What follows belongs to an exercise in optimizing a design on an open flow for small area, a short achievable clock period and few clock cycles; a production flow would make more cautious choices. Power and IR drop assume default switching activity.

red:
==> flow/design.v <==
module cache(
    clk,
    proc_reset,
    proc_read,
    proc_write,
    proc_addr,
    proc_rdata,
    proc_wdata,
    proc_stall,
    mem_read,
    mem_write,
    mem_addr,
    mem_rdata,
    mem_wdata,
    mem_ready
);
    input          clk;
    input          proc_reset;
    input          proc_read, proc_write;
    input   [29:0] proc_addr;   
    input   [31:0] proc_wdata;
    output         proc_stall;
    output  [31:0] proc_rdata;
    input  [127:0] mem_rdata;
    input          mem_ready;
    output         mem_read, mem_write;
    output  [27:0] mem_addr;
    output [127:0] mem_wdata;
    reg [127:0] block0 [0:3];
    reg [127:0] block1 [0:3];
    reg [25:0]  tag0 [0:3];
    reg [25:0]  tag1 [0:3];
    reg [3:0]   valid0, valid1;
    reg [3:0]   dirty0, dirty1;
    reg [3:0]   mru;                
    localparam IDLE = 2'd0, WB = 2'd1, RD = 2'd2;
    reg [1:0] state;
    wire [25:0] tag_t  = proc_addr[29:4];
    wire [1:0]  index  = proc_addr[3:2];
    wire [1:0]  offset = proc_addr[1:0];
    wire        req    = proc_read | proc_write;
    wire [25:0]  tag0_i = tag0[index];
    wire [25:0]  tag1_i = tag1[index];
    wire [127:0] blk0_i = block0[index];
    wire [127:0] blk1_i = block1[index];
    wire [3:0] eq0, eq1;
    genvar s;
    generate
        for (s = 0; s < 4; s = s + 1) begin : g_cmp
            assign eq0[s] = valid0[s] && (tag0[s] == tag_t);
            assign eq1[s] = valid1[s] && (tag1[s] == tag_t);
        end
    endgenerate
    wire hit0 = eq0[index];
    wire hit1 = eq1[index];
    wire hit  = hit0 | hit1;
    wire victim   = ~mru[index];                   
    wire vic_dirty = victim ? (valid1[index] & dirty1[index])
                            : (valid0[index] & dirty0[index]);
    wire idle = (state == IDLE);
    wire fill = (state == RD) & mem_ready;
    wire miss = idle & req & ~hit;
    assign mem_write = (state == WB) | (miss & vic_dirty);
    assign mem_read  = (state == RD) | (miss & ~vic_dirty);
    assign proc_stall = idle ? (req & ~hit) : ~fill;
    wire wb_addr = (state == WB) | (idle & vic_dirty);
    assign mem_addr  = wb_addr ? {(victim ? tag1_i : tag0_i), index} : proc_addr[29:2];
    assign mem_wdata = victim ? blk1_i : blk0_i;
    wire [31:0] rd0 = blk0_i[offset*32 +: 32];
    wire [31:0] rd1 = blk1_i[offset*32 +: 32];
    wire [31:0] rdm = mem_rdata[offset*32 +: 32];
    assign proc_rdata = (state == RD) ? rdm : (hit1 ? rd1 : rd0);
    always @(posedge clk) begin
        if (proc_reset) state <= IDLE;
        else case (state)
            IDLE:    if (miss) state <= vic_dirty ? WB : RD;
            WB:      if (mem_ready) state <= RD;
            RD:      if (mem_ready) state <= IDLE;
            default: state <= IDLE;
        endcase
    end
    wire wr_hit = idle & proc_write;
    integer i;
    always @(posedge clk) begin
        if (proc_reset) begin
            valid0 <= 4'd0;
            valid1 <= 4'd0;
            dirty0 <= 4'd0;
            dirty1 <= 4'd0;
            mru    <= 4'd0;
        end else begin
            for (i = 0; i < 4; i = i + 1) begin
                if (index == i) begin
                    if (idle & req & hit) mru[i] <= hit1;
                    else if (fill) mru[i] <= victim;
                    if (fill) begin
                        if (victim) begin
                            valid1[i] <= 1'b1;
                            dirty1[i] <= proc_write;
                        end else begin
                            valid0[i] <= 1'b1;
                            dirty0[i] <= proc_write;
                        end
                    end else if (wr_hit) begin
                        if (hit0) dirty0[i] <= 1'b1;
                        if (hit1) dirty1[i] <= 1'b1;
                    end
                end
            end
        end
    end
    wire [127:0] wdata;
    genvar k;
    generate
        for (k = 0; k < 4; k = k + 1) begin : g_wd
            assign wdata[k*32 +: 32] = ((state == RD) && !(proc_write && offset == k))
                                       ? mem_rdata[k*32 +: 32] : proc_wdata;
        end
    endgenerate
    integer j, w;
    always @(posedge clk) begin
        for (j = 0; j < 4; j = j + 1) begin
            if (index == j) begin
                if (fill & ~victim) tag0[j] <= tag_t;
                if (fill &  victim) tag1[j] <= tag_t;
                for (w = 0; w < 4; w = w + 1) begin
                    if ((fill & ~victim) | (wr_hit & hit0 & (offset == w)))
                        block0[j][w*32 +: 32] <= wdata[w*32 +: 32];
                    if ((fill &  victim) | (wr_hit & hit1 & (offset == w)))
                        block1[j][w*32 +: 32] <= wdata[w*32 +: 32];
                end
            end
        end
    end
endmodule
==> flow/config.mk <==
export PLATFORM = sky130hd
export DESIGN_NAME = cache
export DESIGN_NICKNAME = cache
export VERILOG_FILES = /design/flow/design.v
export SDC_FILE = /design/flow/constraint.sdc
export NUM_CORES = 4
export LEC_CHECK = 0
export CAP_MARGIN = 20
export CORE_MARGIN = 2
export CORE_UTILIZATION = 40
export SETUP_SLACK_MARGIN = 1.8
export SLEW_MARGIN = 20
==> flow/constraint.sdc <==
create_clock -name core_clock -period 6.0 [get_ports {clk}]
set_input_delay 1.2000 -clock core_clock [delete_from_list [all_inputs] [get_ports {clk}]]
set_output_delay 1.2000 -clock core_clock [all_outputs]
set_load 0.01 [all_outputs]
run.sh (not shown) runs the stock make flow with config.mk's settings and CLKGATE_MAP_FILE= SYNTH_SCRIPT=/design/flow/synth_recipe.tcl, a recipe that flattens the netlist after the stock synthesis.
#### Input delta (blue over red)
--- a/flow/design.v
+++ b/flow/design.v
@@ -42,18 +42,10 @@
     wire [25:0]  tag0_i = tag0[index];
     wire [25:0]  tag1_i = tag1[index];
     wire [127:0] blk0_i = block0[index];
     wire [127:0] blk1_i = block1[index];
-    wire [3:0] eq0, eq1;
-    genvar s;
-    generate
-        for (s = 0; s < 4; s = s + 1) begin : g_cmp
-            assign eq0[s] = valid0[s] && (tag0[s] == tag_t);
-            assign eq1[s] = valid1[s] && (tag1[s] == tag_t);
-        end
-    endgenerate
-    wire hit0 = eq0[index];
-    wire hit1 = eq1[index];
+    wire hit0 = valid0[index] && (tag0_i == tag_t);
+    wire hit1 = valid1[index] && (tag1_i == tag_t);
     wire hit  = hit0 | hit1;
     wire victim   = ~mru[index];                   
     wire vic_dirty = victim ? (valid1[index] & dirty1[index])
                             : (valid0[index] & dirty0[index]);
--- outcome ---
Re clock buffer count from CTS: blue is 1 up on red.
red → blue: area enclosed by the die boundary has decreased; wire length has decreased; non-clock buffer count has increased.
Compare red and blue | area overhead of the layout relative to synthesis lower: red
On unique cell type count in the Yosys netlist: blue sits above red.
Row final critical-path setup slack: blue lower / red higher
Measured against each other, red and blue differ in sum of buffers and inverters on the critical path, the higher figure coming from blue.
In terms of clock tree cell share of total cell area, blue and red differ only marginally.
Cmp blue vs red: clock network power consumption lower in blue
Compared with red, number of non-filler instances in the completed layout in blue increased by a few percent.
No functional check of the RTL was part of any run of this note.


cache, a different RTL version from the one above (not shown whole).
For scale: about 3300 cells after synthesis, about 59000 um2 of cells after synthesis.
==> module cache, before the edit <==
module cache(
    clk,
    proc_reset,
    proc_read,
    proc_write,
    proc_addr,
    proc_rdata,
    proc_wdata,
    proc_stall,
    mem_read,
    mem_write,
    mem_addr,
    mem_rdata,
    mem_wdata,
    mem_ready
);
    input          clk;
    input          proc_reset;
    input          proc_read, proc_write;
    input   [29:0] proc_addr;   
    input   [31:0] proc_wdata;
    output         proc_stall;
    output  [31:0] proc_rdata;
    input  [127:0] mem_rdata;
    input          mem_ready;
    output         mem_read, mem_write;
    output  [27:0] mem_addr;
    output [127:0] mem_wdata;
    reg [127:0] block0 [0:3];
    reg [127:0] block1 [0:3];
    reg [25:0]  tag0 [0:3];
    reg [25:0]  tag1 [0:3];
    reg [3:0]   valid0, valid1;
    reg [3:0]   dirty0, dirty1;
    reg [3:0]   mru;                
    reg s_wb, s_rd, s_done, s_fix;
    reg hit_r, way_r;               
    reg [31:0]  rdata_r;
    reg [27:0]  maddr_r;
    reg [127:0] mwdata_r;
    wire s_idle = ~(s_wb | s_rd | s_done | s_fix);
    wire [25:0] tag_t  = proc_addr[29:4];
    wire [1:0]  index  = proc_addr[3:2];
    wire [1:0]  offset = proc_addr[1:0];
    wire        req    = proc_read | proc_write;
    wire [3:0] eq0, eq1;
    genvar s;
    generate
        for (s = 0; s < 4; s = s + 1) begin : g_cmp
            assign eq0[s] = valid0[s] && (tag0[s] == tag_t);
            assign eq1[s] = valid1[s] && (tag1[s] == tag_t);
        end
    endgenerate
    wire hit0 = eq0[index];
    wire hit1 = eq1[index];
    wire hit  = hit0 | hit1;
    wire [127:0] blk0_i = block0[index];
    wire [127:0] blk1_i = block1[index];
    wire [3:0]  vdirty_s;
    wire [25:0] vtag_s [0:3];
    generate
        for (s = 0; s < 4; s = s + 1) begin : g_vic
            assign vdirty_s[s] = mru[s] ? (valid0[s] & dirty0[s]) : (valid1[s] & dirty1[s]);
            assign vtag_s[s]   = mru[s] ? tag0[s] : tag1[s];
        end
    endgenerate
    wire        victim    = ~mru[index];           
    wire        vic_dirty = vdirty_s[index];
    wire [25:0] vtag_i    = vtag_s[index];
    wire fill = s_rd & mem_ready;
    assign proc_stall = ~s_done;
    assign proc_rdata = rdata_r;
    assign mem_write  = s_wb;
    assign mem_read   = s_rd;
    assign mem_addr   = maddr_r;
    assign mem_wdata  = mwdata_r;
    wire look = s_idle & req;
    wire mru_i    = mru[index];
    wire lru_read = proc_read & (hit1 ^ mru_i);
    always @(posedge clk) begin
        if (proc_reset) begin
            s_wb   <= 1'b0;
            s_rd   <= 1'b0;
            s_done <= 1'b0;
            s_fix  <= 1'b0;
        end else begin
            s_wb   <= s_wb ? ~mem_ready : (look & ~hit & vic_dirty);
            s_rd   <= s_rd ? ~mem_ready : ((look & ~hit & ~vic_dirty) | (s_wb & mem_ready));
            s_done <= (look & hit & ~lru_read) | s_fix | fill;
            s_fix  <= look & hit & lru_read;
        end
    end
    always @(posedge clk) begin
        hit_r <= (s_idle | s_fix) & hit;
        way_r <= s_rd ? victim : hit1;
    end
    wire [31:0] rd0 = blk0_i[offset*32 +: 32];
    wire [31:0] rd1 = blk1_i[offset*32 +: 32];
    wire [31:0] rdm = mem_rdata[offset*32 +: 32];
    wire        rsel  = s_fix ? way_r : mru_i;
    always @(posedge clk) begin
        rdata_r  <= s_rd ? rdm : (rsel ? rd1 : rd0);
        maddr_r  <= ((s_idle & vic_dirty) | (s_wb & ~mem_ready))
                    ? {vtag_i, index} : proc_addr[29:2];
        mwdata_r <= victim ? blk1_i : blk0_i;
    end
    wire wr_done = s_done & proc_write;
    integer i;
    always @(posedge clk) begin
        if (proc_reset) begin
            valid0 <= 4'd0;
            valid1 <= 4'd0;
            dirty0 <= 4'd0;
            dirty1 <= 4'd0;
            mru    <= 4'd0;
        end else begin
            for (i = 0; i < 4; i = i + 1) begin
                if (index == i) begin
                    if (s_done & hit_r) mru[i] <= way_r;
                    else if (fill) mru[i] <= ~mru[i];
                    if (fill) begin
                        if (~mru[i]) begin
                            valid1[i] <= 1'b1;
                            dirty1[i] <= 1'b0;
                        end else begin
                            valid0[i] <= 1'b1;
                            dirty0[i] <= 1'b0;
                        end
                    end else if (wr_done) begin
                        if (~way_r) dirty0[i] <= 1'b1;
                        if ( way_r) dirty1[i] <= 1'b1;
                    end
                end
            end
        end
    end
    wire [127:0] wdata = s_rd ? mem_rdata : {4{proc_wdata}};
    integer j, w;
    always @(posedge clk) begin
        for (j = 0; j < 4; j = j + 1) begin
            if (index == j) begin
                if (fill &  mru[j]) tag0[j] <= tag_t;
                if (fill & ~mru[j]) tag1[j] <= tag_t;
                for (w = 0; w < 4; w = w + 1) begin
                    if ((fill &  mru[j]) | (wr_done & ~way_r & (offset == w)))
                        block0[j][w*32 +: 32] <= wdata[w*32 +: 32];
                    if ((fill & ~mru[j]) | (wr_done &  way_r & (offset == w)))
                        block1[j][w*32 +: 32] <= wdata[w*32 +: 32];
                end
            end
        end
    end
endmodule
==> flow/config.mk <==
export PLATFORM = sky130hd
export DESIGN_NAME = cache
export DESIGN_NICKNAME = cache
export VERILOG_FILES = /design/flow/design.v
export SDC_FILE = /design/flow/constraint.sdc
export NUM_CORES = 4
export LEC_CHECK = 0
export CAP_MARGIN = 20
export CORE_MARGIN = 2
export CORE_UTILIZATION = 40
export CTS_CLUSTER_DIAMETER = 90
export CTS_CLUSTER_SIZE = 22
export SETUP_SLACK_MARGIN = 3.4
export SLEW_MARGIN = 20
==> flow/constraint.sdc <==
create_clock -name core_clock -period 6.0 [get_ports {clk}]
set_input_delay 1.2000 -clock core_clock [delete_from_list [all_inputs] [get_ports {clk}]]
set_output_delay 1.2000 -clock core_clock [all_outputs]
set_load 0.01 [all_outputs]
standard.sh (not shown) runs the stock make flow with config.mk's settings and CLKGATE_MAP_FILE= SYNTH_SCRIPT=/design/flow/synth_recipe.tcl, a recipe that flattens the netlist after the stock synthesis.
==> flow/flow/run.sh <==
#!/bin/bash
# The standard layout, with plain buf_2 cells as the port buffers instead of
# the delay cells buffer_ports picks by default.
set -euo pipefail
export BUFFER_PORTS_ARGS="-buffer_cell sky130_fd_sc_hd__buf_2"
bash standard.sh finish > orfs_make.log 2>&1
Next try:
--- a/flow/design.v
+++ b/flow/design.v
@@ -34,10 +34,10 @@
     reg [3:0]   dirty0, dirty1;
     reg [3:0]   mru;                
-    reg s_wb, s_rd, s_done, s_fix;
+    reg s_wb, s_rd, s_done;
     reg hit_r, way_r;               
     reg [31:0]  rdata_r;
     reg [27:0]  maddr_r;
     reg [127:0] mwdata_r;
-    wire s_idle = ~(s_wb | s_rd | s_done | s_fix);
+    wire s_idle = ~(s_wb | s_rd | s_done);
     wire [25:0] tag_t  = proc_addr[29:4];
     wire [1:0]  index  = proc_addr[3:2];
@@ -76,6 +76,4 @@
     assign mem_wdata  = mwdata_r;
     wire look = s_idle & req;
-    wire mru_i    = mru[index];
-    wire lru_read = proc_read & (hit1 ^ mru_i);
     always @(posedge clk) begin
         if (proc_reset) begin
@@ -83,14 +81,12 @@
             s_rd   <= 1'b0;
             s_done <= 1'b0;
-            s_fix  <= 1'b0;
         end else begin
             s_wb   <= s_wb ? ~mem_ready : (look & ~hit & vic_dirty);
             s_rd   <= s_rd ? ~mem_ready : ((look & ~hit & ~vic_dirty) | (s_wb & mem_ready));
-            s_done <= (look & hit & ~lru_read) | s_fix | fill;
-            s_fix  <= look & hit & lru_read;
+            s_done <= (look & hit) | fill;
         end
     end
     always @(posedge clk) begin
-        hit_r <= (s_idle | s_fix) & hit;
+        hit_r <= s_idle & hit;
         way_r <= s_rd ? victim : hit1;
     end
@@ -98,7 +94,8 @@
     wire [31:0] rd1 = blk1_i[offset*32 +: 32];
     wire [31:0] rdm = mem_rdata[offset*32 +: 32];
-    wire        rsel  = s_fix ? way_r : mru_i;
+    wire [31:0] cand0 = s_rd ? rdm : rd0;
+    wire [31:0] cand1 = s_rd ? rdm : rd1;
     always @(posedge clk) begin
-        rdata_r  <= s_rd ? rdm : (rsel ? rd1 : rd0);
+        rdata_r  <= hit0 ? cand0 : cand1;
         maddr_r  <= ((s_idle & vic_dirty) | (s_wb & ~mem_ready))
                     ? {vtag_i, index} : proc_addr[29:2];
Outcome: Synthesized area hardly moves; design area came out lower slightly; total power came out higher by a few percent; sequential share of layout area came out higher by 0.14 points; routed wire length came out lower slightly; first-iteration DRC count came out lower by a little under a tenth; sequential power barely changes; clock power stays flat.
No functional check of the RTL was part of any run of this note.

static timing again, ports no longer ideal:
Ports are ideal in the flow. The routed layouts listed here were re-timed in OpenROAD. Step 1, drivers: a clkbuf_16 drives clk and a buf_2 each remaining input, both assumed. Step 2, shift: input delay + t, output delay - t, t = (earliest + latest rising clock arrival at the registers) / 2. This alone moves slack from input paths to output paths. Slacks: no drivers / after step 1 / after step 2; pairs: no drivers / after step 1.
run | t (ns) | slack for setup (ns) | worst hold slack (ns) | worst setup path at the end
red | 0.843 | 0.723 / 0.690 / 0.690 | 0.523 / 0.523 / 0.523 | input to output
blue | 0.846 | 0.209 / -0.057 / -0.057 | 0.470 / 0.470 / 0.470 | input to output
the first run of note 2 | 0.758 | 2.688 / 2.441 / 1.683 | 0.484 / 0.484 / 0.484 | input to register
the second run of note 2 | 0.796 | 3.270 / 3.182 / 2.386 | 0.484 / 0.484 / 0.484 | input to register
With both steps, setup timing fails in blue, where it was met with ideal ports. For the first run of note 2, which loses most, drivers alone change the setup slack by -0.247 ns; drivers and shift together by -1.005 ns.
